Background: an optimization exercise with open tools, aiming at small area, a short achievable clock period and few clock cycles. Do not read the settings as production practice. Only simulation tests tie the RTL to the original design; equivalence was not proved. Power figures rest on the tool's default switching activity, not on a simulated workload.

==> design.v <==
module IfDecode(input [5:0] op, output jt, jal, jr);
	assign jt  = !op[5] && op[0] && !op[3] && (!op[1] || op[2]);    
	assign jal = !op[5] && op[2] && !op[3];
	assign jr  = !op[5] && op[1] && !op[2];
endmodule
module Controller(input [5:0] op, func, input jal, output rtype, useimm, regwrite, memread, memwrite, beq,
                  rdrs, rdrt, sub, andop, orop, slt);
	wire addi = !jal && !op[5] && op[3] && !op[4];
	wire slti = !jal && op[5] && op[0];
	wire lw   = !jal && op[5] && op[2] && !op[1];
	wire sw   = !jal && op[5] && op[1] && !op[0];
	assign beq    = !jal && !op[5] && op[4];
	assign rtype  = !jal && !op[5] && !op[0];
	assign useimm = addi || slti || lw || sw || jal;
	assign regwrite = rtype || addi || slti || lw || jal;
	assign memread  = lw;
	assign memwrite = sw;
	assign rdrs = rtype || addi || slti || lw || sw || beq;
	assign rdrt = rtype || sw || beq;
	assign sub   = rtype && func[4];
	assign andop = rtype && func[3];
	assign orop  = rtype && func[2];
	assign slt   = (rtype && func[1]) || slti;
endmodule
module HazardUnit(input d_valid, rdrs, rdrt, input [4:0] rs, rt, input e_memread, input [4:0] e_rd, output stall);
	assign stall = d_valid && e_memread && ((rdrs && rs == e_rd) || (rdrt && rt == e_rd));
endmodule
module ForwardUnit(input e_regwrite, input [4:0] e_rd, rs, rt, input jal, output fa, ft);
	assign fa = e_regwrite && (e_rd == rs) && !jal;
	assign ft = e_regwrite && (e_rd == rt);
endmodule
module RegFile(input clk, we, input [4:0] wa, input [31:0] wd_a, wd_b, input [31:1] s1, s2,
               output [31:0] rd1_n, rd2_n);
	wire [32*31-1:0] q;
	wire [31:1] wsel;
	Dec5 My_WDec(.a(wa), .en(we), .y(wsel));
	genvar k;
	generate
		for (k = 1; k < 32; k = k + 1) begin : r
			reg [31:0] v;
			always @(posedge clk)
				if (wsel[k])
					v <= (k < 16) ? wd_a : wd_b;
			assign q[(k-1)*32 +: 32] = v;
		end
	endgenerate
	ReadPort My_RP1(.s(s1), .q(q), .y_n(rd1_n));
	ReadPort My_RP2(.s(s2), .q(q), .y_n(rd2_n));
endmodule
module Dec5(input [4:0] a, input en, output [31:1] y);
	genvar k;
	generate
		for (k = 1; k < 32; k = k + 1) begin : d
			assign y[k] = en && (a == k);
		end
	endgenerate
endmodule
module ReadPort(input [31:1] s, input [32*31-1:0] q, output [31:0] y_n);
	genvar b, g;
	generate
		for (b = 0; b < 32; b = b + 1) begin : bt
			wire [10:0] n;
			wire [2:0] t;
			for (g = 0; g < 10; g = g + 1) begin : grp
				C_AOI222 My_G(.a1(s[3*g+1]), .a2(q[(3*g)*32 + b]), .b1(s[3*g+2]), .b2(q[(3*g+1)*32 + b]),
				              .c1(s[3*g+3]), .c2(q[(3*g+2)*32 + b]), .y(n[g]));
			end
			C_NAND2 My_G10(.a(s[31]), .b(q[30*32 + b]), .y(n[10]));
			C_NAND4 My_T0(.a(n[0]), .b(n[1]), .c(n[2]), .d(n[3]), .y(t[0]));
			C_NAND4 My_T1(.a(n[4]), .b(n[5]), .c(n[6]), .d(n[7]), .y(t[1]));
			C_NAND3 My_T2(.a(n[8]), .b(n[9]), .c(n[10]), .y(t[2]));
			C_NOR3 My_Y(.a(t[0]), .b(t[1]), .c(t[2]), .y(y_n[b]));
		end
	endgenerate
endmodule
module BrCmp(input [31:0] a_n, b_n, input go_n, output [3:0] taken, ntaken);
	wire [31:0] ne;
	wire [15:0] e2;
	wire [7:0] d4;
	wire [3:0] e8;
	wire [1:0] d16;
	genvar i;
	generate
		for (i = 0; i < 32; i = i + 1) begin : x
			C_XOR2 My_X(.a(a_n[i]), .b(b_n[i]), .y(ne[i]));
		end
		for (i = 0; i < 16; i = i + 1) begin : l1
			C_NOR2 My_E(.a(ne[2*i]), .b(ne[2*i+1]), .y(e2[i]));
		end
		for (i = 0; i < 8; i = i + 1) begin : l2
			C_NAND2 My_D(.a(e2[2*i]), .b(e2[2*i+1]), .y(d4[i]));
		end
		for (i = 0; i < 4; i = i + 1) begin : l3
			C_NOR2 My_E(.a(d4[2*i]), .b(d4[2*i+1]), .y(e8[i]));
		end
		for (i = 0; i < 2; i = i + 1) begin : l4
			C_NAND2 My_D(.a(e8[2*i]), .b(e8[2*i+1]), .y(d16[i]));
		end
		for (i = 0; i < 4; i = i + 1) begin : l5
			C_NOR3 My_T(.a(d16[0]), .b(d16[1]), .c(go_n), .y(taken[i]));
			C_OR3 My_N(.a(d16[0]), .b(d16[1]), .c(go_n), .y(ntaken[i]));
		end
	endgenerate
endmodule
module ALU(input [31:0] m, ea, eb, input [16:0] imm, input fa, ra, fb, rb, ib, sub, ssum, andop, orop, slt,
           output [31:0] out);
	wire [31:0] a_n, b_n, bx_n, g0, p0, o0, s;
	genvar i;
	generate
		for (i = 0; i < 32; i = i + 1) begin : op
			C_AOI22 My_A(.a1(fa), .a2(m[i]), .b1(ra), .b2(ea[i]), .y(a_n[i]));
			if (i < 17) begin : lo
				C_AOI222 My_B(.a1(fb), .a2(m[i]), .b1(rb), .b2(eb[i]), .c1(ib), .c2(imm[i]), .y(b_n[i]));
			end else begin : hi
				C_AOI22 My_B(.a1(fb), .a2(m[i]), .b1(rb), .b2(eb[i]), .y(b_n[i]));
			end
			C_XOR2 My_X(.a(b_n[i]), .b(sub), .y(bx_n[i]));
			C_NOR2 My_G(.a(a_n[i]), .b(bx_n[i]), .y(g0[i]));
			C_XOR2 My_P(.a(a_n[i]), .b(bx_n[i]), .y(p0[i]));
			C_NAND2 My_O(.a(a_n[i]), .b(bx_n[i]), .y(o0[i]));
		end
	endgenerate
	wire pg_1;
	C_AOI21 My_AOI21_2(.a1(p0[0]), .a2(sub), .b1(g0[0]), .y(pg_1));
	wire pi_3;
	C_INV My_INV_4(.a(pg_1), .y(pi_3));
	wire pg_5;
	C_AOI21 My_AOI21_6(.a1(p0[1]), .a2(pi_3), .b1(g0[1]), .y(pg_5));
	wire pg_7;
	C_AOI21 My_AOI21_8(.a1(p0[3]), .a2(g0[2]), .b1(g0[3]), .y(pg_7));
	wire pp_9;
	C_NAND2 My_NAND2_10(.a(p0[3]), .b(p0[2]), .y(pp_9));
	wire pg_11;
	C_AOI21 My_AOI21_12(.a1(p0[5]), .a2(g0[4]), .b1(g0[5]), .y(pg_11));
	wire pp_13;
	C_NAND2 My_NAND2_14(.a(p0[5]), .b(p0[4]), .y(pp_13));
	wire pg_15;
	C_AOI21 My_AOI21_16(.a1(p0[7]), .a2(g0[6]), .b1(g0[7]), .y(pg_15));
	wire pp_17;
	C_NAND2 My_NAND2_18(.a(p0[7]), .b(p0[6]), .y(pp_17));
	wire pg_19;
	C_AOI21 My_AOI21_20(.a1(p0[9]), .a2(g0[8]), .b1(g0[9]), .y(pg_19));
	wire pp_21;
	C_NAND2 My_NAND2_22(.a(p0[9]), .b(p0[8]), .y(pp_21));
	wire pg_23;
	C_AOI21 My_AOI21_24(.a1(p0[11]), .a2(g0[10]), .b1(g0[11]), .y(pg_23));
	wire pp_25;
	C_NAND2 My_NAND2_26(.a(p0[11]), .b(p0[10]), .y(pp_25));
	wire pg_27;
	C_AOI21 My_AOI21_28(.a1(p0[13]), .a2(g0[12]), .b1(g0[13]), .y(pg_27));
	wire pp_29;
	C_NAND2 My_NAND2_30(.a(p0[13]), .b(p0[12]), .y(pp_29));
	wire pg_31;
	C_AOI21 My_AOI21_32(.a1(p0[15]), .a2(g0[14]), .b1(g0[15]), .y(pg_31));
	wire pp_33;
	C_NAND2 My_NAND2_34(.a(p0[15]), .b(p0[14]), .y(pp_33));
	wire pg_35;
	C_AOI21 My_AOI21_36(.a1(p0[17]), .a2(g0[16]), .b1(g0[17]), .y(pg_35));
	wire pp_37;
	C_NAND2 My_NAND2_38(.a(p0[17]), .b(p0[16]), .y(pp_37));
	wire pg_39;
	C_AOI21 My_AOI21_40(.a1(p0[19]), .a2(g0[18]), .b1(g0[19]), .y(pg_39));
	wire pp_41;
	C_NAND2 My_NAND2_42(.a(p0[19]), .b(p0[18]), .y(pp_41));
	wire pg_43;
	C_AOI21 My_AOI21_44(.a1(p0[21]), .a2(g0[20]), .b1(g0[21]), .y(pg_43));
	wire pp_45;
	C_NAND2 My_NAND2_46(.a(p0[21]), .b(p0[20]), .y(pp_45));
	wire pg_47;
	C_AOI21 My_AOI21_48(.a1(p0[23]), .a2(g0[22]), .b1(g0[23]), .y(pg_47));
	wire pp_49;
	C_NAND2 My_NAND2_50(.a(p0[23]), .b(p0[22]), .y(pp_49));
	wire pg_51;
	C_AOI21 My_AOI21_52(.a1(p0[25]), .a2(g0[24]), .b1(g0[25]), .y(pg_51));
	wire pp_53;
	C_NAND2 My_NAND2_54(.a(p0[25]), .b(p0[24]), .y(pp_53));
	wire pg_55;
	C_AOI21 My_AOI21_56(.a1(p0[27]), .a2(g0[26]), .b1(g0[27]), .y(pg_55));
	wire pp_57;
	C_NAND2 My_NAND2_58(.a(p0[27]), .b(p0[26]), .y(pp_57));
	wire pg_59;
	C_AOI21 My_AOI21_60(.a1(p0[29]), .a2(g0[28]), .b1(g0[29]), .y(pg_59));
	wire pp_61;
	C_NAND2 My_NAND2_62(.a(p0[29]), .b(p0[28]), .y(pp_61));
	wire pg_63;
	C_AOI21 My_AOI21_64(.a1(p0[31]), .a2(g0[30]), .b1(g0[31]), .y(pg_63));
	wire pp_65;
	C_NAND2 My_NAND2_66(.a(p0[31]), .b(p0[30]), .y(pp_65));
	wire pg_67;
	C_OAI21 My_OAI21_68(.a1(pp_9), .a2(pg_5), .b1(pg_7), .y(pg_67));
	wire pg_69;
	C_OAI21 My_OAI21_70(.a1(pp_17), .a2(pg_11), .b1(pg_15), .y(pg_69));
	wire pp_71;
	C_NOR2 My_NOR2_72(.a(pp_17), .b(pp_13), .y(pp_71));
	wire pg_73;
	C_OAI21 My_OAI21_74(.a1(pp_25), .a2(pg_19), .b1(pg_23), .y(pg_73));
	wire pp_75;
	C_NOR2 My_NOR2_76(.a(pp_25), .b(pp_21), .y(pp_75));
	wire pg_77;
	C_OAI21 My_OAI21_78(.a1(pp_33), .a2(pg_27), .b1(pg_31), .y(pg_77));
	wire pp_79;
	C_NOR2 My_NOR2_80(.a(pp_33), .b(pp_29), .y(pp_79));
	wire pg_81;
	C_OAI21 My_OAI21_82(.a1(pp_41), .a2(pg_35), .b1(pg_39), .y(pg_81));
	wire pp_83;
	C_NOR2 My_NOR2_84(.a(pp_41), .b(pp_37), .y(pp_83));
	wire pg_85;
	C_OAI21 My_OAI21_86(.a1(pp_49), .a2(pg_43), .b1(pg_47), .y(pg_85));
	wire pp_87;
	C_NOR2 My_NOR2_88(.a(pp_49), .b(pp_45), .y(pp_87));
	wire pg_89;
	C_OAI21 My_OAI21_90(.a1(pp_57), .a2(pg_51), .b1(pg_55), .y(pg_89));
	wire pp_91;
	C_NOR2 My_NOR2_92(.a(pp_57), .b(pp_53), .y(pp_91));
	wire pg_93;
	C_OAI21 My_OAI21_94(.a1(pp_65), .a2(pg_59), .b1(pg_63), .y(pg_93));
	wire pp_95;
	C_NOR2 My_NOR2_96(.a(pp_65), .b(pp_61), .y(pp_95));
	wire pg_97;
	C_AOI21 My_AOI21_98(.a1(pp_71), .a2(pg_67), .b1(pg_69), .y(pg_97));
	wire pg_99;
	C_AOI21 My_AOI21_100(.a1(pp_79), .a2(pg_73), .b1(pg_77), .y(pg_99));
	wire pp_101;
	C_NAND2 My_NAND2_102(.a(pp_79), .b(pp_75), .y(pp_101));
	wire pg_103;
	C_AOI21 My_AOI21_104(.a1(pp_87), .a2(pg_81), .b1(pg_85), .y(pg_103));
	wire pp_105;
	C_NAND2 My_NAND2_106(.a(pp_87), .b(pp_83), .y(pp_105));
	wire pg_107;
	C_AOI21 My_AOI21_108(.a1(pp_95), .a2(pg_89), .b1(pg_93), .y(pg_107));
	wire pp_109;
	C_NAND2 My_NAND2_110(.a(pp_95), .b(pp_91), .y(pp_109));
	wire pg_111;
	C_OAI21 My_OAI21_112(.a1(pp_101), .a2(pg_97), .b1(pg_99), .y(pg_111));
	wire pg_113;
	C_OAI21 My_OAI21_114(.a1(pp_109), .a2(pg_103), .b1(pg_107), .y(pg_113));
	wire pp_115;
	C_NOR2 My_NOR2_116(.a(pp_109), .b(pp_105), .y(pp_115));
	wire pg_117;
	C_AOI21 My_AOI21_118(.a1(pp_115), .a2(pg_111), .b1(pg_113), .y(pg_117));
	wire pi_119;
	C_INV My_INV_120(.a(pg_111), .y(pi_119));
	wire pg_121;
	C_OAI21 My_OAI21_122(.a1(pp_105), .a2(pi_119), .b1(pg_103), .y(pg_121));
	wire pi_123;
	C_INV My_INV_124(.a(pg_97), .y(pi_123));
	wire pg_125;
	C_AOI21 My_AOI21_126(.a1(pp_75), .a2(pi_123), .b1(pg_73), .y(pg_125));
	wire pg_127;
	C_AOI21 My_AOI21_128(.a1(pp_83), .a2(pg_111), .b1(pg_81), .y(pg_127));
	wire pg_129;
	C_AOI21 My_AOI21_130(.a1(pp_91), .a2(pg_121), .b1(pg_89), .y(pg_129));
	wire pi_131;
	C_INV My_INV_132(.a(pg_67), .y(pi_131));
	wire pg_133;
	C_OAI21 My_OAI21_134(.a1(pp_13), .a2(pi_131), .b1(pg_11), .y(pg_133));
	wire pg_135;
	C_OAI21 My_OAI21_136(.a1(pp_21), .a2(pg_97), .b1(pg_19), .y(pg_135));
	wire pg_137;
	C_OAI21 My_OAI21_138(.a1(pp_29), .a2(pg_125), .b1(pg_27), .y(pg_137));
	wire pg_139;
	C_OAI21 My_OAI21_140(.a1(pp_37), .a2(pi_119), .b1(pg_35), .y(pg_139));
	wire pg_141;
	C_OAI21 My_OAI21_142(.a1(pp_45), .a2(pg_127), .b1(pg_43), .y(pg_141));
	wire pi_143;
	C_INV My_INV_144(.a(pg_121), .y(pi_143));
	wire pg_145;
	C_OAI21 My_OAI21_146(.a1(pp_53), .a2(pi_143), .b1(pg_51), .y(pg_145));
	wire pg_147;
	C_OAI21 My_OAI21_148(.a1(pp_61), .a2(pg_129), .b1(pg_59), .y(pg_147));
	wire pi_149;
	C_INV My_INV_150(.a(pg_5), .y(pi_149));
	wire pg_151;
	C_AOI21 My_AOI21_152(.a1(p0[2]), .a2(pi_149), .b1(g0[2]), .y(pg_151));
	wire pg_153;
	C_AOI21 My_AOI21_154(.a1(p0[4]), .a2(pg_67), .b1(g0[4]), .y(pg_153));
	wire pg_155;
	C_AOI21 My_AOI21_156(.a1(p0[6]), .a2(pg_133), .b1(g0[6]), .y(pg_155));
	wire pg_157;
	C_AOI21 My_AOI21_158(.a1(p0[8]), .a2(pi_123), .b1(g0[8]), .y(pg_157));
	wire pg_159;
	C_AOI21 My_AOI21_160(.a1(p0[10]), .a2(pg_135), .b1(g0[10]), .y(pg_159));
	wire pi_161;
	C_INV My_INV_162(.a(pg_125), .y(pi_161));
	wire pg_163;
	C_AOI21 My_AOI21_164(.a1(p0[12]), .a2(pi_161), .b1(g0[12]), .y(pg_163));
	wire pg_165;
	C_AOI21 My_AOI21_166(.a1(p0[14]), .a2(pg_137), .b1(g0[14]), .y(pg_165));
	wire pg_167;
	C_AOI21 My_AOI21_168(.a1(p0[16]), .a2(pg_111), .b1(g0[16]), .y(pg_167));
	wire pg_169;
	C_AOI21 My_AOI21_170(.a1(p0[18]), .a2(pg_139), .b1(g0[18]), .y(pg_169));
	wire pi_171;
	C_INV My_INV_172(.a(pg_127), .y(pi_171));
	wire pg_173;
	C_AOI21 My_AOI21_174(.a1(p0[20]), .a2(pi_171), .b1(g0[20]), .y(pg_173));
	wire pg_175;
	C_AOI21 My_AOI21_176(.a1(p0[22]), .a2(pg_141), .b1(g0[22]), .y(pg_175));
	wire pg_177;
	C_AOI21 My_AOI21_178(.a1(p0[24]), .a2(pg_121), .b1(g0[24]), .y(pg_177));
	wire pg_179;
	C_AOI21 My_AOI21_180(.a1(p0[26]), .a2(pg_145), .b1(g0[26]), .y(pg_179));
	wire pi_181;
	C_INV My_INV_182(.a(pg_129), .y(pi_181));
	wire pg_183;
	C_AOI21 My_AOI21_184(.a1(p0[28]), .a2(pi_181), .b1(g0[28]), .y(pg_183));
	wire pg_185;
	C_AOI21 My_AOI21_186(.a1(p0[30]), .a2(pg_147), .b1(g0[30]), .y(pg_185));
	C_XNOR2 My_XNOR2_187(.a(p0[1]), .b(pg_1), .y(s[1]));
	C_XNOR2 My_XNOR2_188(.a(p0[2]), .b(pg_5), .y(s[2]));
	C_XNOR2 My_XNOR2_189(.a(p0[3]), .b(pg_151), .y(s[3]));
	C_XOR2 My_XOR2_190(.a(p0[4]), .b(pg_67), .y(s[4]));
	C_XNOR2 My_XNOR2_191(.a(p0[5]), .b(pg_153), .y(s[5]));
	C_XOR2 My_XOR2_192(.a(p0[6]), .b(pg_133), .y(s[6]));
	C_XNOR2 My_XNOR2_193(.a(p0[7]), .b(pg_155), .y(s[7]));
	C_XNOR2 My_XNOR2_194(.a(p0[8]), .b(pg_97), .y(s[8]));
	C_XNOR2 My_XNOR2_195(.a(p0[9]), .b(pg_157), .y(s[9]));
	C_XOR2 My_XOR2_196(.a(p0[10]), .b(pg_135), .y(s[10]));
	C_XNOR2 My_XNOR2_197(.a(p0[11]), .b(pg_159), .y(s[11]));
	C_XNOR2 My_XNOR2_198(.a(p0[12]), .b(pg_125), .y(s[12]));
	C_XNOR2 My_XNOR2_199(.a(p0[13]), .b(pg_163), .y(s[13]));
	C_XOR2 My_XOR2_200(.a(p0[14]), .b(pg_137), .y(s[14]));
	C_XNOR2 My_XNOR2_201(.a(p0[15]), .b(pg_165), .y(s[15]));
	C_XOR2 My_XOR2_202(.a(p0[16]), .b(pg_111), .y(s[16]));
	C_XNOR2 My_XNOR2_203(.a(p0[17]), .b(pg_167), .y(s[17]));
	C_XOR2 My_XOR2_204(.a(p0[18]), .b(pg_139), .y(s[18]));
	C_XNOR2 My_XNOR2_205(.a(p0[19]), .b(pg_169), .y(s[19]));
	C_XNOR2 My_XNOR2_206(.a(p0[20]), .b(pg_127), .y(s[20]));
	C_XNOR2 My_XNOR2_207(.a(p0[21]), .b(pg_173), .y(s[21]));
	C_XOR2 My_XOR2_208(.a(p0[22]), .b(pg_141), .y(s[22]));
	C_XNOR2 My_XNOR2_209(.a(p0[23]), .b(pg_175), .y(s[23]));
	C_XOR2 My_XOR2_210(.a(p0[24]), .b(pg_121), .y(s[24]));
	C_XNOR2 My_XNOR2_211(.a(p0[25]), .b(pg_177), .y(s[25]));
	C_XOR2 My_XOR2_212(.a(p0[26]), .b(pg_145), .y(s[26]));
	C_XNOR2 My_XNOR2_213(.a(p0[27]), .b(pg_179), .y(s[27]));
	C_XNOR2 My_XNOR2_214(.a(p0[28]), .b(pg_129), .y(s[28]));
	C_XNOR2 My_XNOR2_215(.a(p0[29]), .b(pg_183), .y(s[29]));
	C_XOR2 My_XOR2_216(.a(p0[30]), .b(pg_147), .y(s[30]));
	C_XNOR2 My_XNOR2_217(.a(p0[31]), .b(pg_185), .y(s[31]));
	wire lt_218;
	assign lt_218 = pg_117;
	wire lt = lt_218;
	C_XOR2 My_XOR2_219(.a(p0[0]), .b(sub), .y(s[0]));
	wire [31:0] lg;
	assign lg = ({32{andop}} & g0) | ({32{orop}} & o0);
	generate
		for (i = 1; i < 32; i = i + 1) begin : rs
			C_A21O My_R(.a1(ssum), .a2(s[i]), .b1(lg[i]), .y(out[i]));
		end
	endgenerate
	wire r0;
	C_A21O My_R0(.a1(ssum), .a2(s[0]), .b1(lg[0]), .y(r0));
	C_A21O My_R0s(.a1(slt), .a2(lt), .b1(r0), .y(out[0]));
endmodule
module C_INV(input a, output y);
	assign y = !a;
endmodule
module C_NAND2(input a, b, output y);
	assign y = !(a && b);
endmodule
module C_NOR2(input a, b, output y);
	assign y = !(a || b);
endmodule
module C_XOR2(input a, b, output y);
	assign y = a ^ b;
endmodule
module C_XNOR2(input a, b, output y);
	assign y = !(a ^ b);
endmodule
module C_NAND3(input a, b, c, output y);
	assign y = !(a && b && c);
endmodule
module C_NAND4(input a, b, c, d, output y);
	assign y = !(a && b && c && d);
endmodule
module C_NOR3(input a, b, c, output y);
	assign y = !(a || b || c);
endmodule
module C_NOR4(input a, b, c, d, output y);
	assign y = !(a || b || c || d);
endmodule
module C_OR3(input a, b, c, output y);
	assign y = a || b || c;
endmodule
module C_AOI21(input a1, a2, b1, output y);
	assign y = !((a1 && a2) || b1);
endmodule
module C_OAI21(input a1, a2, b1, output y);
	assign y = !((a1 || a2) && b1);
endmodule
module C_A21O(input a1, a2, b1, output y);
	assign y = (a1 && a2) || b1;
endmodule
module C_AOI22(input a1, a2, b1, b2, output y);
	assign y = !((a1 && a2) || (b1 && b2));
endmodule
module C_AOI222(input a1, a2, b1, b2, c1, c2, output y);
	assign y = !((a1 && a2) || (b1 && b2) || (c1 && c2));
endmodule
module C_MUX2(input a0, a1, s, output y);
	assign y = s ? a1 : a0;
endmodule
module MipsProcessor(input clk, rst, output [31:0] imem_addr, input [31:0] imem_data,
                     output [31:0] dmem_addr, dmem_wdata, output dmem_we, dmem_re, input [31:0] dmem_rdata);
	reg  [31:0] pc;
	wire [31:1] inc = pc[31:1] + 31'd1;
	wire [31:0] pc1 = pc[0] ? {inc, 1'b0} : {pc[31:1], 1'b1};
	wire [31:0] pc2 = {inc, pc[0]};
	wire [5:0]  iop = imem_data[31:26];
	wire if_jt, if_jal, if_jr;
	IfDecode My_IfDecode(.op(iop), .jt(if_jt), .jal(if_jal), .jr(if_jr));
	wire stall;
	wire [3:0] br_taken, br_ntaken;    
	wire [31:0] br_target;
	wire [31:0] pc_seq = if_jt ? {pc1[31:26], imem_data[25:0]} : (if_jr ? pc2 : pc1);
	wire [31:0] pc_hold = stall ? pc : pc_seq;
	wire [31:0] pc_next;
	genvar i;
	generate
		for (i = 0; i < 32; i = i + 1) begin : pcm
			wire t_n, h_n;
			C_NAND2 My_T(.a(br_taken[i/8]), .b(br_target[i]), .y(t_n));
			C_NAND2 My_H(.a(br_ntaken[i/8]), .b(pc_hold[i]), .y(h_n));
			C_NAND2 My_M(.a(t_n), .b(h_n), .y(pc_next[i]));
		end
	endgenerate
	always @(posedge clk, posedge rst) begin
		if (rst)
			pc <= 32'd0;
		else
			pc <= pc_next;
	end
	assign imem_addr = pc;
	reg        d_valid;
	reg [31:0] d_w;
	always @(posedge clk, posedge rst) begin
		if (rst)
			d_valid <= 1'b0;
		else
			d_valid <= br_ntaken[3] && (stall ? d_valid : 1'b1);
	end
	reg [31:1] d_s1, d_s2;
	wire [31:1] n_s1, n_s2;
	Dec5 My_SDec1(.a(stall ? d_w[25:21] : imem_data[25:21]), .en(1'b1), .y(n_s1));
	Dec5 My_SDec2(.a(stall ? d_w[20:16] : imem_data[20:16]), .en(1'b1), .y(n_s2));
	always @(posedge clk) begin
		d_s1 <= n_s1;
		d_s2 <= n_s2;
	end
	always @(posedge clk) begin
		if (!stall)
			d_w <= {imem_data[31:26], if_jal ? pc1[25:0] : imem_data[25:0]};
	end
	wire [4:0] d_rs = d_w[25:21];
	wire [4:0] d_rt = d_w[20:16];
	wire [4:0] d_rd = d_w[15:11];
	wire d_jal = !d_w[31] && d_w[28] && !d_w[29];
	wire c_rtype, c_useimm, c_regwrite, c_memread, c_memwrite, c_beq, c_rdrs, c_rdrt, c_sub, c_and, c_or, c_slt;
	Controller My_Controller(.op(d_w[31:26]), .func(d_w[5:0]), .jal(d_jal), .rtype(c_rtype), .useimm(c_useimm),
	                         .regwrite(c_regwrite), .memread(c_memread), .memwrite(c_memwrite), .beq(c_beq),
	                         .rdrs(c_rdrs), .rdrt(c_rdrt), .sub(c_sub), .andop(c_and), .orop(c_or), .slt(c_slt));
	wire [4:0] d_dst = d_jal ? 5'd31 : (c_rtype ? d_rd : d_rt);
	wire        m_regwrite;
	wire [4:0]  m_rd;
	wire [31:0] m_wd, m_wd_b;
	wire [31:0] rf1_n, rf2_n;
	RegFile My_RegFile(.clk(clk), .we(m_regwrite), .wa(m_rd), .wd_a(m_wd), .wd_b(m_wd_b), .s1(d_s1), .s2(d_s2), .rd1_n(rf1_n), .rd2_n(rf2_n));
	wire byp1 = m_regwrite && (m_rd == d_rs);
	wire byp2 = m_regwrite && (m_rd == d_rt);
	wire sa_jal = d_jal;
	wire sa_rd  = !d_jal && byp1 && m_memread;
	wire sa_res = !d_jal && byp1 && !m_memread;
	wire sa_rf_n = d_jal || byp1;
	wire sb_rd  = byp2 && m_memread;
	wire sb_res = byp2 && !m_memread;
	wire sb_rf_n = byp2;
	wire [31:0] jalv = {pc[31:26], d_w[25:0]};
	wire [31:0] opa, opb;
	generate
		for (i = 0; i < 32; i = i + 1) begin : byp
			wire ya, yb;
			C_AOI222 My_YA(.a1(sa_rd), .a2(dmem_rdata[i]), .b1(sa_res), .b2(m_res[i]), .c1(sa_jal), .c2(jalv[i]), .y(ya));
			C_OAI21 My_A(.a1(sa_rf_n), .a2(rf1_n[i]), .b1(ya), .y(opa[i]));
			C_AOI22 My_YB(.a1(sb_rd), .a2(dmem_rdata[i]), .b1(sb_res), .b2(m_res[i]), .y(yb));
			C_OAI21 My_B(.a1(sb_rf_n), .a2(rf2_n[i]), .b1(yb), .y(opb[i]));
		end
	endgenerate
	BrCmp My_BrCmp(.a_n(rf1_n), .b_n(rf2_n), .go_n(!(d_valid && c_beq)), .taken(br_taken), .ntaken(br_ntaken));
	assign br_target = pc + {15'd0, d_w[15], d_w[15:0]};
	reg        e_regwrite, e_memread, e_memwrite;
	reg [4:0]  e_rd;
	HazardUnit My_HazardUnit(.d_valid(d_valid), .rdrs(c_rdrs), .rdrt(c_rdrt), .rs(d_rs), .rt(d_rt),
	                         .e_memread(e_memread), .e_rd(e_rd), .stall(stall));
	wire fa, ft;
	ForwardUnit My_ForwardUnit(.e_regwrite(e_regwrite), .e_rd(e_rd), .rs(d_rs), .rt(d_rt), .jal(d_jal), .fa(fa), .ft(ft));
	reg [31:0] e_a, e_b;
	reg [15:0] e_imm;
	reg        e_fa, e_ra, e_fb, e_rb, e_ib, e_ft;
	reg        e_sub, e_ssum, e_and, e_or, e_slt;
	wire d_go = d_valid && !stall;
	always @(posedge clk, posedge rst) begin
		if (rst) begin
			e_regwrite <= 1'b0; e_memread <= 1'b0; e_memwrite <= 1'b0;
		end else begin
			e_regwrite <= d_go && c_regwrite && (d_dst != 5'd0);
			e_memread  <= d_go && c_memread;
			e_memwrite <= d_go && c_memwrite;
		end
	end
	always @(posedge clk) begin
		e_rd   <= d_dst;
		e_a    <= opa;
		e_b    <= opb;
		e_imm  <= d_w[15:0];
		e_fa   <= fa;
		e_ra   <= !fa;
		e_ft   <= ft;
		e_fb   <= ft && !c_useimm;
		e_rb   <= !ft && !c_useimm;
		e_ib   <= c_useimm && !d_jal;
		e_sub  <= c_sub | c_slt;
		e_ssum <= !(c_and | c_or | c_slt);
		e_and  <= c_and;
		e_or   <= c_or;
		e_slt  <= c_slt;
	end
	reg [31:0] m_res, m_sd;
	wire [31:0] sd = e_ft ? m_res : e_b;
	wire [31:0] res;
	ALU My_ALU(.m(m_res), .ea(e_a), .eb(e_b), .imm({e_imm[15], e_imm}), .fa(e_fa), .ra(e_ra), .fb(e_fb), .rb(e_rb), .ib(e_ib),
	           .sub(e_sub), .ssum(e_ssum), .andop(e_and), .orop(e_or), .slt(e_slt), .out(res));
	reg m_regwrite_r, m_memread, m_memwrite;
	reg [4:0] m_rd_r;
	always @(posedge clk, posedge rst) begin
		if (rst) begin
			m_regwrite_r <= 1'b0; m_memread <= 1'b0; m_memwrite <= 1'b0;
		end else begin
			m_regwrite_r <= e_regwrite; m_memread <= e_memread; m_memwrite <= e_memwrite;
		end
	end
	reg m_re_o;
	always @(posedge clk) begin
		m_re_o <= e_memread;
		m_rd_r <= e_rd;
		m_res  <= res;
		m_sd   <= sd;
	end
	assign m_regwrite = m_regwrite_r;
	assign m_rd = m_rd_r;
	generate
		for (i = 0; i < 32; i = i + 1) begin : wdm
			C_MUX2 My_WA(.a0(m_res[i]), .a1(dmem_rdata[i]), .s(m_memread), .y(m_wd[i]));
			C_MUX2 My_WB(.a0(m_res[i]), .a1(dmem_rdata[i]), .s(m_memread), .y(m_wd_b[i]));
		end
	endgenerate
	assign dmem_addr  = m_res;
	assign dmem_wdata = m_sd;
	assign dmem_we    = m_memwrite;
	assign dmem_re    = m_re_o;
endmodule
==> flow/run.sh <==
#!/bin/bash
# The standard synthesis and layout (standard.sh), with:
#  - ports buffered with buf_4 instead of the library's first buffer;
#  - larger clock-tree sink clusters and no dummy clock loads;
#  - after global routing, cells with ample slack are downsized (flow/downsize.tcl).
set -o pipefail
bash standard.sh \
  SETUP_SLACK_MARGIN=8.45 \
  MATCH_CELL_FOOTPRINT=0 \
  "BUFFER_PORTS_ARGS=-buffer_cell sky130_fd_sc_hd__buf_4" \
  "CTS_ARGS=-sink_clustering_enable -repair_clock_nets -sink_clustering_size 25 -sink_clustering_max_diameter 80 -dont_use_dummy_load" \
  POST_GLOBAL_ROUTE_TCL=$PWD/flow/post_grt.tcl \
  finish > flow_make.log 2>&1
==> flow/downsize.tcl <==
# Area recovery: replace cells by smaller sizes of the same function where the
# timing through them stays well above the design's worst setup slack.
# Runs inside ORFS (after global route repair); parasitics from global routing.
proc ds_smaller_cells { lc } {
  set name [get_property $lc name]
  if {![regexp {^(sky130_fd_sc_hd__[a-z0-9]+)_([0-9]+)$} $name -> base sz]} { return {} }
  set a [get_property $lc area]
  set out {}
  foreach c [get_lib_cells */${base}_*] {
    set cn [get_property $c name]
    if {[get_property $c dont_use]} continue
    set ca [get_property $c area]
    if {$ca < $a} { lappend out [list $ca $c] }
  }
  return [lsort -real -index 0 $out]
}
proc ds_inst_slack { inst } {
  set sl 1e9
  foreach p [get_pins -of $inst] {
    set s [get_property $p slack_max]
    if {$s ne "INF" && $s < $sl} { set sl $s }
  }
  return $sl
}
proc ds_drv_ok { rs rc } {
  # worst max-slew and max-capacitance slack, relative to the limit
  return [expr {[sta::max_slew_check_slack_limit] >= $rs && [sta::max_capacitance_check_slack_limit] >= $rc}]
}
proc downsize_all { guard } {
  set wns [worst_slack -max]
  set rs [expr {min(0.2, [sta::max_slew_check_slack_limit])}]
  set rc [expr {min(0.2, [sta::max_capacitance_check_slack_limit])}]
  puts "downsize: slew and capacitance margins kept at $rs $rc"
  set thr [expr {$wns + $guard}]
  puts "downsize: worst slack $wns, keeping instance slack above $thr"
  set saved 0; set n 0
  set cands {}
  foreach inst [get_cells *] {
    set lc [get_lib_cells -of $inst]
    if {$lc eq "NULL" || $lc eq ""} continue
    set cn [get_property $lc name]
    if {[string match "*clkbuf*" $cn] || [string match "*clkinv*" $cn] || [string match "*tap*" $cn] || [string match "*fill*" $cn] || [string match "*decap*" $cn] || [string match "*dly*" $cn]} continue
    set sm [ds_smaller_cells $lc]
    if {[llength $sm] == 0} continue
    set sl [ds_inst_slack $inst]
    if {$sl < $thr + 0.05} continue
    lappend cands [list $sl $inst]
  }
  # most slack first
  foreach c [lsort -real -decreasing -index 0 $cands] {
    set inst [lindex $c 1]
    set lc [get_lib_cells -of $inst]
    set a0 [get_property $lc area]
    foreach s [ds_smaller_cells $lc] {
      set nc [lindex $s 1]
      replace_cell $inst $nc
      if {[ds_inst_slack $inst] >= $thr && [worst_slack -max] >= $wns - 1e-4 && [ds_drv_ok $rs $rc]} {
        set saved [expr {$saved + $a0 - [lindex $s 0]}]
        incr n
        break
      } else {
        replace_cell $inst $lc
      }
    }
  }
  puts "downsize: resized $n instances, saved [format %.1f $saved] um2, worst slack now [worst_slack -max]"
}
==> flow/post_grt.tcl <==
# After the global-route timing repair: recover area from cells on paths
# with ample slack (see downsize.tcl). The estimated parasitics are written
# to SPEF and read back so that they stay attached to the nets while cells
# are swapped.
source [file join [file dirname [info script]] downsize.tcl]
set ds_spef [file join $::env(RESULTS_DIR) 5_1_grt_est.spef]
estimate_parasitics -global_routing -spef_file $ds_spef
read_spef $ds_spef
downsize_all 0.30
==> standard.sh <==
#!/bin/bash
# synth_recipe.tcl (not shown) runs the flow's synth.tcl, then flattens the netlist and writes it again
# the make line also repeats each setting of config.mk as NAME=value (left out here)
make -C /OpenROAD-flow-scripts/flow DESIGN_CONFIG=/design/flow/config.mk WORK_HOME=/design/flow/orfs CLKGATE_MAP_FILE= SYNTH_SCRIPT=/design/flow/synth_recipe.tcl "${@:-finish}"
==> config.mk <==
export PLATFORM = sky130hd
export DESIGN_NAME = MipsProcessor
export DESIGN_NICKNAME = MipsProcessor
export VERILOG_FILES = /design/flow/design.v
export SDC_FILE = /design/flow/constraint.sdc
export NUM_CORES = 8
export LEC_CHECK = 0
export CAP_MARGIN = 20
export CORE_MARGIN = 2
export CORE_UTILIZATION = 60
export PLACE_DENSITY = 0.7
export SLEW_MARGIN = 20
export SYNTH_HIERARCHICAL = 1
==> constraint.sdc <==
create_clock -name core_clock -period 12.0 [get_ports {clk}]
set_input_delay 2.4000 -clock core_clock [delete_from_list [all_inputs] [get_ports {clk}]]
set_output_delay 2.4000 -clock core_clock [all_outputs]
set_load 0.01 [all_outputs]
==> impl.org, run 1 <==
** Route
- Number of vias per cell :: approximately 8
- Total wire length after detailed routing :: 219000 microns
- # DRC :: 0
- The routed layout has 44.4k vias.
- The first detailed-routing pass ran for 13 iterations.
- Detailed router's first-iteration violation count :: 11.3k
- In this run the remaining antenna-violating nets after routing total 0.
- Wire per inst :: 39.4 microns

** Die
- Core Region :: 0.0918 sq mm
- Vertical extent of the die :: 309 microns
- From left edge to right edge, the die measures roughly 310 microns.
- Initial Util :: 60.6%
- Pin placement for this block handled 164 I/O pins.
- Row count :: 111
- Full die area :: about 0.095 sq mm

** CTS
- The root buffer cell chosen for the clock tree is clkbuf_16.
- Worst-Skew Late Latency :: 0.74 ns
- Setup Fix Bufs, Post-CTS :: 104
- Inserted Clock Buffers :: 60
- Max Root-Sink Buffers :: 3
- Number of buffers added to fix hold violations after cts :: 0
- TritonCTS built the clock tree.
- TritonCTS Sinks :: 1291
- Post-CTS repair changed the size of 230 cells.
- H-tree lvl count :: 2
- Clock transition at the register clock pins on the worst setup and hold paths after CTS :: 0.10 ns

** Synth
- In this run, synthesis produced a sequential element count of approximately 1.3k.
- Area share of and/or/nand/nor cells after synthesis :: 8.83%
- Synth warnings :: 8
- Counting distinct cell types in the post-synthesis netlist gives 81.
- After synthesis, the share of flip-flops with an asynchronous set or reset is 3.02%.
- After Yosys synthesis, full adders, half adders and majority gates account for 0.441% of the synthesized area.
- Cell types with the largest area share after synthesis :: edfxtp_1, a222oi_1, dfxtp_1, xor2_1, nand2_1
- Synth Area in XOR/XNOR :: about 3.5%
- By instance count, the leading cell after synthesis is edfxtp_1.
- The synthesized design spends more area on one cell type than any other, namely edfxtp_1.
- Counting flops with a built-in enable in the synthesized netlist gives between 1k and 1.5k.
- Synth top cells by count :: edfxtp_1, a222oi_1, nand2_1
- Multiplexer area fraction after synthesis :: 2.66%
- Post-synthesis compound-gate area fraction :: 18.4%
- Synthesis handed over a netlist of approximately 3.8k instances.
- For this run, the register share of the synthesized area comes to about 65%.
- In this run the mean area of a mapped cell was 14.6 sq um.
- Post-synthesis instance area :: approximately 0.056 sq mm
- Main combinational cell family by area after synthesis :: compound AO/OA/AOI/OAI gates
- Among all flip-flop cells after synthesis, the most frequent one is edfxtp_1.
- Fraction of post-synthesis cell area in the top cell type by area :: 55.3%

** Power
- P_leak :: 20.6 nW
- Overall power consumption after layout is estimated at 10.6 mW.
- Power density over the cells :: 173 mW/mm^2
- IR drop worst, VDD :: 0.000132 V

** Place
- Total of buffers placed on input and output ports :: 163
- Once detailed placement completed, the half-perimeter wirelength came to 126000 microns.
- Cells after DPL :: approximately 5.3k
- The congestion estimate from routability-driven global placement came to 0.983.

** Final layout
- Utilization of the core after routing :: between 60 and 70%
- Leaving out filler cells and counting taps, the final layout contains 5557.
- In the final design database the tool counted 4387 nets.
- Compared with the post-synthesis result, the final layout area differs by 10.6%.
- Fill cells in the final layout number approximately 6.9k.
- Ratio of cells with drive above 1 in the final layout :: 14.3%

** Global routing
- The via count of the first global-routing pass came to 40.9k.
- For this run the aggregate overflow at the end of global routing stands at 0.
- Across every metal layer, demand over resource in global routing totals 44.9%.
- First-pass GRT wire length :: 300000 microns
- Initial antenna violation count :: 7
- Entering global routing, the biggest net connects 59 pins.

** STA
- The number of hold violations in the final report is 0.
- The worst path uses about 31% of the clock period.
- The clock arrives with 0.0855 ns of skew.
- Transition at the pin with the smallest max-transition slack :: 1.33 ns
- Setup violations remaining at the end of the flow were counted as 0.
- Based on the critical path, the design can be clocked at up to roughly 270 MHz.
- Setup TNS :: 0 ns
- The worst path in the final design needs a cycle of 3.74 ns, including I/O delays and setup.
- The worst pin sits at a relative slew slack of 11.1%.
- Pins over their slew limit :: 0

** Worst setup path
- CP Data Arrival Time :: 1.34 ns
- STA classifies the critical path startpoint as a flip-flop.
- Crit Path Class :: reg2out
- STA puts the critical path data required time at approximately 9.6 ns.
- In this run the worst path has a maximum fanout of 2.
- Critical path endpoint category :: primary output

** Run status
- Result of the run :: no timing/DRC/antenna violations

** Job
- Max-cap violations in this run came to 0.

** Min path
- Worst min-delay path category :: reg2reg
-- layout by cell type (no fill, tap or decap), drive strengths merged, types with 35 or more instances in the layout --
| master | n |
|---|---|
| a21o | 40 |
| nor3 | 90 |
| dfxtp | 228 |
| xor2 | 153 |
| nor2 | 242 |
| dfrtp | 39 |
| inv | 35 |
| o21ai | 119 |
| nand2 | 286 |
| a22oi | 83 |
| a21oi | 113 |
| nand4 | 151 |
| nand3 | 77 |
| buf | 459 |
| clkbuf | 66 |
| xnor2 | 68 |
| mux2 | 104 |
| edfxtp | 1024 |
| a222oi | 689 |
-- flip-flops by register name, summed over array words and instances (netlist names), 5 cells and up --
register	count
My_RegFile.r.v	992
d_s1	31
d_s2	31
d_w	32
e_a	32
e_b	32
e_imm	16
e_rd	5
m_rd_r	5
m_res	32
m_sd	32
pc	32
-- critical path, cell delays in order, from the launching register on --
cell	delay, ns
dfrtp_2	0.44
buf_12	0.13
buf_6	0.11
-- modules after synthesis, one instance, submodules excluded, excerpt --
module,flops+latches,cells inside,area [sq um]
Controller,0,27,170
C_A21O,0,1,7.51
ForwardUnit,0,14,121
C_NAND3,0,1,5.00
C_XNOR2,0,1,8.76
C_XOR2,0,1,8.76
ALU,0,38,350
C_AOI222,0,1,10.0
C_NAND2,0,1,3.75
C_AOI22,0,1,12.5
RegFile,992,992,29800
C_NOR2,0,1,3.75
C_NAND4,0,1,6.26
-- logic make-up (layout without fill, tap and decap cells) --
kind of cell / after synthesis / count (layout)
flip-flops: 1291 / 1291
buffers and inverters: 97 / 562
AO/OA/AOI/OAI: 1128 / 1128
AND/OR/NAND/NOR: 947 / 952
XOR/XNOR: 221 / 221
other: 1 / 30
multiplexers: 111 / 111
adder cells (fa/ha/maj): 19 / 19
-- stage by stage --
step / setup slack (ns) / hold WS, ns / area [sq um]
after detailed placement: 7.64 / 0.343 / 59300
after CTS: 8.26 / 0.373 / 62400
after floorplan: 8.34 / 0.331 / 55800
final: 8.26 / 0.373 / 61500
after global placement: 7.65 / 0.341 / 59300
-- metal layers --
metal  vias up  track usage [%]  part of all wire (%)
met4         6             28.4                   8.3
met2      4432             62.7                    41
li1      17500                -                     -
met1     21400             57.0                    32
met3       964             19.9                    18
met5         -            0.455                 0.076
-- report_power, final --
part | internal (mW) | switching, mW | total, mW | leakage (nW)
combinational | 0.794 | 1.81 | 2.60 | 8.09
clock | 0.888 | 1.36 | 2.25 | 0.739
sequential | 5.57 | 0.225 | 5.80 | 11.7
-- worst paths after layout --
check	startpoint	end	slack (ns)	cells after the start
max in group asynchronous	rst	pc[31]	9.26	3
max reg2reg	m_memread	e_a[19]	8.34	5
max	pc[0]	imem_addr[0]	8.26	2
min in group asynchronous	rst	pc[18]	2.01	3
min	e_memwrite	m_memwrite	0.37	0
min reg2reg	e_memwrite	m_memwrite	0.37	0
-- final cells by class --
type,count,area [sq um],share of cell area [%]
timing repair inverter,1,5.00,0.00813
inverter,36,139,0.226
sequential,1291,36500,59.3
tap,1243,1560,2.53
antenna,14,35.0,0.0569
multi-input combinational,2447,18500,30.1
timing repair buffer,465,3290,5.35
clock buffer,60,1500,2.44
Testbench counts, summed over its fixed seeds: cycles 49,457.
==> run 2: changes to the inputs <==
--- a/design.v
+++ b/design.v
@@ -84,7 +84,8 @@
 		for (i = 0; i < 32; i = i + 1) begin : x
 			C_XOR2 My_X(.a(a_n[i]), .b(b_n[i]), .y(ne[i]));
 		end
-		for (i = 0; i < 16; i = i + 1) begin : l1
+		C_NOR3 My_E0(.a(ne[0]), .b(ne[1]), .c(go_n), .y(e2[0]));
+		for (i = 1; i < 16; i = i + 1) begin : l1
 			C_NOR2 My_E(.a(ne[2*i]), .b(ne[2*i+1]), .y(e2[i]));
 		end
 		for (i = 0; i < 8; i = i + 1) begin : l2
@@ -97,8 +98,8 @@
 			C_NAND2 My_D(.a(e8[2*i]), .b(e8[2*i+1]), .y(d16[i]));
 		end
 		for (i = 0; i < 4; i = i + 1) begin : l5
-			C_NOR3 My_T(.a(d16[0]), .b(d16[1]), .c(go_n), .y(taken[i]));
-			C_OR3 My_N(.a(d16[0]), .b(d16[1]), .c(go_n), .y(ntaken[i]));
+			C_NOR2 My_T(.a(d16[0]), .b(d16[1]), .y(taken[i]));
+			C_NAND4 My_N(.a(e8[0]), .b(e8[1]), .c(e8[2]), .d(e8[3]), .y(ntaken[i]));
 		end
 	endgenerate
 endmodule
@@ -382,6 +383,9 @@
 module C_OR3(input a, b, c, output y);
 	assign y = a || b || c;
 endmodule
+module C_OR2(input a, b, output y);
+	assign y = a || b;
+endmodule
 module C_AOI21(input a1, a2, b1, output y);
 	assign y = !((a1 && a2) || b1);
 endmodule
@@ -407,8 +411,10 @@
 	wire [31:0] pc1 = pc[0] ? {inc, 1'b0} : {pc[31:1], 1'b1};
 	wire [31:0] pc2 = {inc, pc[0]};
 	wire [5:0]  iop = imem_data[31:26];
-	wire if_jt, if_jal, if_jr;
+	wire if_jt, if_jal, if_jr, if_jal_a, if_jal_b, nc_a1, nc_a2, nc_b1, nc_b2;
 	IfDecode My_IfDecode(.op(iop), .jt(if_jt), .jal(if_jal), .jr(if_jr));
+	IfDecode My_IfDecodeA(.op(iop), .jt(nc_a1), .jal(if_jal_a), .jr(nc_a2));
+	IfDecode My_IfDecodeB(.op(iop), .jt(nc_b1), .jal(if_jal_b), .jr(nc_b2));
 	wire stall;
 	wire [3:0] br_taken, br_ntaken;    
 	wire [31:0] br_target;
@@ -430,7 +436,7 @@
 		else
 			pc <= pc_next;
 	end
-	assign imem_addr = pc;
+	OutRegR My_PcOut(.clk(clk), .rst(rst), .d(pc_next), .q(imem_addr));
 	reg        d_valid;
 	reg [31:0] d_w;
 	always @(posedge clk, posedge rst) begin
@@ -449,7 +455,7 @@
 	end
 	always @(posedge clk) begin
 		if (!stall)
-			d_w <= {imem_data[31:26], if_jal ? pc1[25:0] : imem_data[25:0]};
+			d_w <= {imem_data[31:26], if_jal_b ? pc1[25:13] : imem_data[25:13], if_jal_a ? pc1[12:0] : imem_data[12:0]};
 	end
 	wire [4:0] d_rs = d_w[25:21];
 	wire [4:0] d_rt = d_w[20:16];
@@ -478,11 +484,16 @@
 	wire [31:0] opa, opb;
 	generate
 		for (i = 0; i < 32; i = i + 1) begin : byp
-			wire ya, yb;
-			C_AOI222 My_YA(.a1(sa_rd), .a2(dmem_rdata[i]), .b1(sa_res), .b2(m_res[i]), .c1(sa_jal), .c2(jalv[i]), .y(ya));
-			C_OAI21 My_A(.a1(sa_rf_n), .a2(rf1_n[i]), .b1(ya), .y(opa[i]));
-			C_AOI22 My_YB(.a1(sb_rd), .a2(dmem_rdata[i]), .b1(sb_res), .b2(m_res[i]), .y(yb));
-			C_OAI21 My_B(.a1(sb_rf_n), .a2(rf2_n[i]), .b1(yb), .y(opb[i]));
+			wire na_rd, na_res, na_jal, na_rf, nb_rd, nb_res, nb_rf;
+			C_NAND2 My_ARd(.a(sa_rd), .b(dmem_rdata[i]), .y(na_rd));
+			C_NAND2 My_ARes(.a(sa_res), .b(m_res[i]), .y(na_res));
+			C_NAND2 My_AJal(.a(sa_jal), .b(jalv[i]), .y(na_jal));
+			C_OR2 My_ARf(.a(sa_rf_n), .b(rf1_n[i]), .y(na_rf));
+			C_NAND4 My_A(.a(na_rd), .b(na_res), .c(na_jal), .d(na_rf), .y(opa[i]));
+			C_NAND2 My_BRd(.a(sb_rd), .b(dmem_rdata[i]), .y(nb_rd));
+			C_NAND2 My_BRes(.a(sb_res), .b(m_res[i]), .y(nb_res));
+			C_OR2 My_BRf(.a(sb_rf_n), .b(rf2_n[i]), .y(nb_rf));
+			C_NAND3 My_B(.a(nb_rd), .b(nb_res), .c(nb_rf), .y(opb[i]));
 		end
 	endgenerate
 	BrCmp My_BrCmp(.a_n(rf1_n), .b_n(rf2_n), .go_n(!(d_valid && c_beq)), .taken(br_taken), .ntaken(br_ntaken));
@@ -527,6 +538,7 @@
 	reg [31:0] m_res, m_sd;
 	wire [31:0] sd = e_ft ? m_res : e_b;
 	wire [31:0] res;
+	OutReg My_AddrOut(.clk(clk), .d(res), .q(dmem_addr));
 	ALU My_ALU(.m(m_res), .ea(e_a), .eb(e_b), .imm({e_imm[15], e_imm}), .fa(e_fa), .ra(e_ra), .fb(e_fb), .rb(e_rb), .ib(e_ib),
 	           .sub(e_sub), .ssum(e_ssum), .andop(e_and), .orop(e_or), .slt(e_slt), .out(res));
 	reg m_regwrite_r, m_memread, m_memwrite;
@@ -553,8 +565,18 @@
 			C_MUX2 My_WB(.a0(m_res[i]), .a1(dmem_rdata[i]), .s(m_memread), .y(m_wd_b[i]));
 		end
 	endgenerate
-	assign dmem_addr  = m_res;
 	assign dmem_wdata = m_sd;
 	assign dmem_we    = m_memwrite;
 	assign dmem_re    = m_re_o;
 endmodule
+module OutReg(input clk, input [31:0] d, output reg [31:0] q);
+	always @(posedge clk)
+		q <= d;
+endmodule
+module OutRegR(input clk, rst, input [31:0] d, output reg [31:0] q);
+	always @(posedge clk, posedge rst)
+		if (rst)
+			q <= 32'd0;
+		else
+			q <= d;
+endmodule
--- a/flow/run.sh
+++ b/flow/run.sh
@@ -5,7 +5,7 @@
 #  - after global routing, cells with ample slack are downsized (flow/downsize.tcl).
 set -o pipefail
 bash standard.sh \
-  SETUP_SLACK_MARGIN=8.45 \
+  SETUP_SLACK_MARGIN=8.6 \
   MATCH_CELL_FOOTPRINT=0 \
   "BUFFER_PORTS_ARGS=-buffer_cell sky130_fd_sc_hd__buf_4" \
   "CTS_ARGS=-sink_clustering_enable -repair_clock_nets -sink_clustering_size 25 -sink_clustering_max_diameter 80 -dont_use_dummy_load" \
--- a/flow/downsize.tcl
+++ b/flow/downsize.tcl
@@ -22,6 +22,17 @@
   }
   return $sl
 }
+proc ds_max_out_cap { inst } {
+  # largest total capacitance driven by an output of the instance (pF)
+  set mx 0
+  foreach p [get_pins -of $inst -filter "direction==output"] {
+    set net [get_nets -quiet -of $p]
+    if {$net eq ""} continue
+    set c [sta::Net_capacitance $net [sta::cmd_scene] max]
+    if {$c > $mx} { set mx $c }
+  }
+  return [expr {$mx * 1e12}]
+}
 proc ds_drv_ok { rs rc } {
   # worst max-slew and max-capacitance slack, relative to the limit
   return [expr {[sta::max_slew_check_slack_limit] >= $rs && [sta::max_capacitance_check_slack_limit] >= $rc}]
@@ -44,6 +55,9 @@
     if {[llength $sm] == 0} continue
     set sl [ds_inst_slack $inst]
     if {$sl < $thr + 0.05} continue
+    # a weak driver on a long or heavily loaded net is left alone: its delay
+    # depends most on parasitics that change after detailed routing
+    if {[ds_max_out_cap $inst] > 0.02} continue
     lappend cands [list $sl $inst]
   }
   # most slack first
==> impl.org, run 2 <==
** Run status
- The flow ran to the end and the layout has no timing, DRC or antenna violations.

** Final layout
- The finished layout holds 5723 standard cells, fillers aside.
- In the layout the commonest cells are edfxtp_1, a222oi_1, nand2_1.
- At the end of the flow the core is filled with cells to ~68%.
- Cell area after layout :: 0.0641 sq mm
- Leading cell type in the layout, fill and taps excluded :: edfxtp_1
- The register with the most flip-flops in the layout has 992 of them.
- More flip-flops sit in one register than any other, and that register is My_RegFile.r.v.
- Final-stage net count :: 4539
- P&R area growth vs syn :: 11.7%
- Of the cells placed in the final design, the portion with a size suffix greater than 1 is 16.8%.

** Die
- The initial utilization of the core area, before any placement, comes to about 60%.
- IO Count :: 164
- Measured along the x axis, the die boundary spans 313 microns.
- Row count :: 113
- Full die area :: 0.0982 sq mm
- Core Region :: roughly 0.095 sq mm
- The die is 313 microns tall.

** Worst setup path
- STA classifies the critical path startpoint as a flip-flop.
- Reg2Reg Launch Point :: d_s2[12]
- Crit Path Class :: reg2out
- Slowest cell delay on critical path :: between 0.4 and 0.5 ns
- In this run the critical register-to-register path is captured at My_PcOut.q[20].
- Across all register-to-register paths, the minimum setup slack is 8.41 ns.
- STA puts the critical path data required time at 9.60 ns.
- Among all stages on the critical path, the largest delay is contributed by dfrtp_1.
- Traced cell by cell, the critical path runs through buf_6.
- In this run the number of cells on the critical path is 1.
- Together, buffers and inverters on the worst path number 1.
- End of the critical path :: imem_addr[31]
- Of all nets on the critical path, the largest fanout is 1.
- At the worst endpoint, the arrival time is 1.27 ns.
- Critical path endpoint category :: primary output
- Start point of the critical path :: My_PcOut.q[31]
- The kind of cell with the highest combined delay along the critical path is flip-flops.
- The number of cells on the worst reg-to-reg path is 14.

** Route
- The first routing iteration left 11.5k violations.
- Using the TritonRoute via totals, the vias-per-cell ratio works out to 7.80.
- Detailed-router iteration count before antenna repair :: 14
- ANT nets after route :: 0
- Vias after detailed routing :: 44.6k
- Total wire length after detailed routing :: 217000 microns
- Wire per inst :: 38.0 microns
- # DRC :: 0

** Place
- Post-place instance area :: ~0.06 sq mm
- After legalization and detailed placement, the total HPWL measured 129000 microns.
- Routability Congestion :: 0.988
- Cells after DPL :: 5547
- Port buffering added between 150 and 200 buffers.
- Worst-case setup slack after placement :: 7.36 ns

** CTS
- After clock tree synthesis, the repair step resized 215 gates.
- TritonCTS Sinks :: 1355
- Clock transition at the register clock pins on the worst setup and hold paths after CTS :: ~0.09 ns
- Buffer cell driving the clock tree root :: clkbuf_16
- Worst-Skew Late Latency :: roughly 0.7 ns
- The clock passes through at most 3 buffers.
- Inserted Clock Buffers :: 67
- The clock tree synthesis step divided the H-tree into 3 levels.
- Setup Fix Bufs, Post-CTS :: 22
- Buffers inserted to repair hold after CTS numbered 0.
- TritonCTS built the clock tree.

** STA
- Final-layout worst hold slack :: 0.358 ns
- The number of hold violations in the final report came to 0.
- Setup Viol. Count Final :: 0
- Of the available clock period, the critical path in the final layout requires 30.6%.
- Subtracting the final worst setup slack from the clock period gives around 3.7 ns.
- Adding up every negative setup slack in the final design gives 0 ns.
- Transition at the pin with the smallest max-transition slack :: roughly 1 ns
- The final-report max-slew violation count was 0.
- In the post-route analysis, the smallest setup slack over all paths is 8.33 ns.
- Maximum clock skew at final layout :: roughly 0.081 ns
- Based on the critical path, the design can be clocked at up to 272 MHz.
- The worst pin sits at a relative slew slack of 33.5%.

** Global routing
- Pin count of the biggest net entering global routing :: 55
- The first global-routing pass estimated around 300000 microns of wire.
- GRT overflow :: 0
- Number of global-route vias before repair :: 41.6k
- Across every metal layer, demand over resource in global routing totals 42.7%.
- The initial antenna violation count was 6.

** Power
- In this run the static leakage power is around 22 nW.
- IR drop worst, VDD :: 0.000119 V
- Total power draw :: 11.2 mW
- In this run the power density over the cells is between 150 and 200 mW/mm^2.

** Synth
- Synthesis produced a netlist whose cell count is ~4.0k.
- Each instance of the synthesized netlist takes up on average 14.2 sq um.
- Post-synthesis instance area :: 0.0574 sq mm
- Synth warnings :: 10

** Job
- Max-cap violations in this run came to 0.

** Min path
- The worst hold path belongs to the class reg2reg.
run 2: changes by cell type in the layout (fill, tap and decap cells not counted), moves of 62 or more:
cell,delta
or2_1,+64
mux2_4,+66
buf_1,-117
mux2_1,-64
buf_4,+69
nand2_1,+148
dfrtp_1,+62
run 2: metal layers:
metal | part of all wire (%) | global-route usage (%) | wire, microns | vias to the layer above
li1 | - | - | - | 17900
met1 | 32 | 54.5 | 70300 | 21600
met2 | 42 | 61.7 | 91500 | 4307
met3 | 18 | 17.8 | 40100 | 881
met4 | 7.1 | 23.7 | 15400 | 6
met5 | 0.083 | 1.16 | 181 | -
run 2: report_power, final:
group          internal, mW  leakage, nW  switching, mW
clock network          1.00        0.826           1.44
registers              5.84         12.4          0.444
logic                 0.871         8.60           1.58
total                  7.71         21.8           3.46
run 2: worst min-delay path by stage:
stage,from,endpoint,slack (ns),depth (start not counted)
after floorplan,e_memwrite,m_memwrite,0.33,0
after global placement,e_memwrite,m_memwrite,0.34,0
after detailed placement,e_memwrite,m_memwrite,0.34,0
after CTS,e_memwrite,m_memwrite,0.36,0
final,e_memwrite,m_memwrite,0.36,0
run 2: layout make-up:
| type | count | area, sq um |
|---|---|---|
| antenna | 6 | 15.0 |
| clock buffer | 67 | 1680 |
| fill | 6877 | 30900 |
| inverter | 32 | 124 |
| multi-input combinational | 2610 | 19500 |
| sequential | 1355 | 37800 |
| tap | 1265 | 1580 |
| timing repair buffer | 388 | 3430 |
Testbench counts of run 2, summed over its fixed seeds: cycles 49,457.
==> run 3: changes to the inputs <==
--- a/flow/run.sh
+++ b/flow/run.sh
@@ -5,7 +5,7 @@
 #  - after global routing, cells with ample slack are downsized (flow/downsize.tcl).
 set -o pipefail
 bash standard.sh \
-  SETUP_SLACK_MARGIN=8.6 \
+  SETUP_SLACK_MARGIN=8.45 \
   MATCH_CELL_FOOTPRINT=0 \
   "BUFFER_PORTS_ARGS=-buffer_cell sky130_fd_sc_hd__buf_4" \
   "CTS_ARGS=-sink_clustering_enable -repair_clock_nets -sink_clustering_size 25 -sink_clustering_max_diameter 80 -dont_use_dummy_load" \
--- a/flow/post_grt.tcl
+++ b/flow/post_grt.tcl
@@ -6,4 +6,4 @@
 set ds_spef [file join $::env(RESULTS_DIR) 5_1_grt_est.spef]
 estimate_parasitics -global_routing -spef_file $ds_spef
 read_spef $ds_spef
-downsize_all 0.30
+downsize_all 0.25
==> impl.org, run 3 <==
** CTS
- In this run the deepest clock path goes through 3 buffers.
- Clock transition at the register clock pins on the worst setup and hold paths after CTS :: roughly 0.1 ns
- Clock tree from TritonCTS :: yes
- Post-CTS timing repair inserted 14 buffers for setup.
- H-tree lvl count :: 3
- Number of buffers added to fix hold violations after cts :: 0
- TritonCTS Sinks :: 1355
- Buffers inserted during clock tree synthesis total 66.
- Buffer cell driving the clock tree root :: clkbuf_16
- Worst-Skew Late Latency :: about 0.7 ns
- Gates resized during post-CTS repair numbered 84.

** Worst setup path
- Together, buffers and inverters on the worst path number 1.
- Data required time at the worst endpoint :: approximately 9.6 ns
- Category of cells accounting for the largest share of critical-path delay :: flip-flops
- The slowest stage of the critical path belongs to the cell dfrtp_1.
- The worst setup path is captured at a primary output.
- In this design, the stage delay of the slowest critical-path cell is 0.47 ns.
- Startpoint type of the worst setup path :: flip-flop
- Crit Path Class :: reg2out
- For the worst setup path, the data arrival time is 1.29 ns.
- The signal on the critical path passes through buf_6.
- Maximum net fanout on the critical path :: 1

** STA
- The final-report max-slew violation count is 0.
- Final-layout worst hold slack :: roughly 0.36 ns
- Setup Viol. Count Final :: 0
- Smallest setup slack after layout :: 8.31 ns
- Headroom to the max-slew limit :: 30.8%
- Summed over all failing endpoints, the final setup total negative slack is 0 ns.
- For the pin with the worst max-slew slack, the measured transition is 1.04 ns.
- Timing-limited maximum frequency :: 271 MHz
- Minimum clock period :: 3.69 ns
- Hold Fails Final Rpt :: 0
- Final period util :: 30.7%
- Maximum clock skew at final layout :: ~0.076 ns

** Job
- # Max-Cap Violations :: 0

** Run status
- Result of the run :: no timing/DRC/antenna violations

** Place
- Worst-case setup slack after placement :: 7.39 ns
- Input and output buffers added on the ports amount to roughly 160.
- Total half-perimeter wirelength after legalization and detailed placement :: roughly 130000 microns
- The congestion estimate from routability-driven global placement came to approximately 0.97.

** Route
- ANT nets after route :: 0
- Vias after detailed routing :: 44.4k
- Dividing the detail-routed wire length by the instance count gives 38.3 microns.
- Total wire length after detailed routing :: 217000 microns
- For this run, the detailed router's first-pass iteration total came to 13.
- In this run, the number of DRC markers left after iteration 0 of detailed routing was 11.0k.
- # DRC :: 0
- Number of vias per cell :: slightly below 8

** Final layout
- From synthesis to final layout, the design area changed by 9.49%.
- Ratio of cells with drive above 1 in the final layout :: between 10 and 15%
- The register with the most flip-flops in the layout has 992 of them.
- The final layout contains 4467 nets.
- At the end of the flow the core is filled with cells to about two thirds.
- Fill cells :: 6977
- Most used cells in the layout excluding fill and tap cells :: edfxtp_1, a222oi_1, nand2_1
- The register with the most flip-flops in the final layout is My_RegFile.r.v.
- Leaving out fill and tap cells, the most frequent cell in the layout is edfxtp_1.

** Min path
- The path class of the tightest hold or removal check is reg2reg.

** Die
- In this run the vertical extent of the chip is 313 microns.
- For this configuration, the core starts out at a cell density of 60.5%.
- Row count :: 113
- The floorplan step defined a die boundary enclosing 0.0982 sq mm.
- IO Count :: 164
- Width of the die :: 313 microns
- Core Region :: about 0.095 sq mm

** Global routing
- Number of global-route vias before repair :: 42.0k
- For this run, the total global-route usage over all layers was measured as 43.2%.
- The initial antenna violation count is 5.
- First-pass GRT wire length :: ~300000 microns
- GRT overflow :: 0
- Pin count of the biggest net entering global routing :: 55

** Synth
- The mapped netlist covers ~0.057 sq mm.
- Synthesis produced 4043 cells.
- Average cell area after synthesis :: about 14 sq um
- For this run, the number of Yosys warnings is 10.

** Power
- Summed over all cells, the static leakage comes to roughly 21 nW.
- IR drop worst, VDD :: 0.000158 V
- For this design the ratio of total power to cell area is 175 mW/mm^2.
- Total power draw :: 11.0 mW
## run 3: layer usage
metal	part of all wire (%)	up-vias	wire length, microns	track usage, %
li1	-	17700	-	-
met1	33	21300	70700	54.7
met2	41	4423	89600	61.4
met3	18	945	39000	18.5
met4	7.8	6	16900	26.4
met5	0.17	-	374	0.580
## run 3: through the flow
step                std cells  area (sq um)
finish                   5651         62900
CTS                      5614         63200
detailed placement       5533         61100
global placement         5533         61100
floorplan                4058         57600
## run 3: worst paths after layout
kind                            cells past startpoint            from             end  slack (ns)
worst max register to register                     13         d_s2[7]          pc[14]        8.32
worst min register to register                      0      e_memwrite      m_memwrite        0.36
max in group asynchronous                           3             rst       m_memread        9.59
min in group asynchronous                           3             rst  My_PcOut.q[24]        1.87
worst max-delay path                                1  My_PcOut.q[31]   imem_addr[31]        8.31
worst min-delay path                                0      e_memwrite      m_memwrite        0.36
## run 3: layout make-up
type / instances / area (sq um) / area share, %
flip-flops and latches: 1355 / 37800 / 60.1
repair buffers: 317 / 2520 / 4.01
inverters: 32 / 124 / 0.197
clock buffers: 66 / 1650 / 2.63
well taps: 1265 / 1580 / 2.52
diodes: 6 / 15.0 / 0.0239
multi-input cells: 2610 / 19200 / 30.6
## run 3: power breakdown
part | switching, mW | leakage (nW) | internal (mW)
registers | 0.436 | 12.4 | 5.82
clock network | 1.42 | 0.813 | 0.989
logic | 1.54 | 8.06 | 0.803
total | 3.40 | 21.3 | 7.62

## port drivers added, routing unchanged
In the flow no input, the clock included, has a driving cell. The finished layouts below were timed again as built, in two steps. Step 1, drivers: a clkbuf_16 drives clk and a buf_2 each remaining input, both assumed. Step 2, shift: input delay + t, output delay - t, t = (earliest + latest rising clock arrival at the registers) / 2. This alone moves slack from input paths to output paths. Three values: ideal ports, drivers, drivers and shift; two values: the first two.
run	t, ns	slack for setup (ns)	worst setup path at the end
run 1	0.770	8.257 / 8.181 / 7.556	input to register
run 2	0.728	8.330 / 8.261 / 7.914	input to register
run 3	0.723	8.310 / 8.243 / 7.828	input to register
After both steps every run listed still meets setup and hold. For run 1, which loses most, drivers alone change the setup slack by -0.076 ns; drivers and shift together by -0.701 ns.
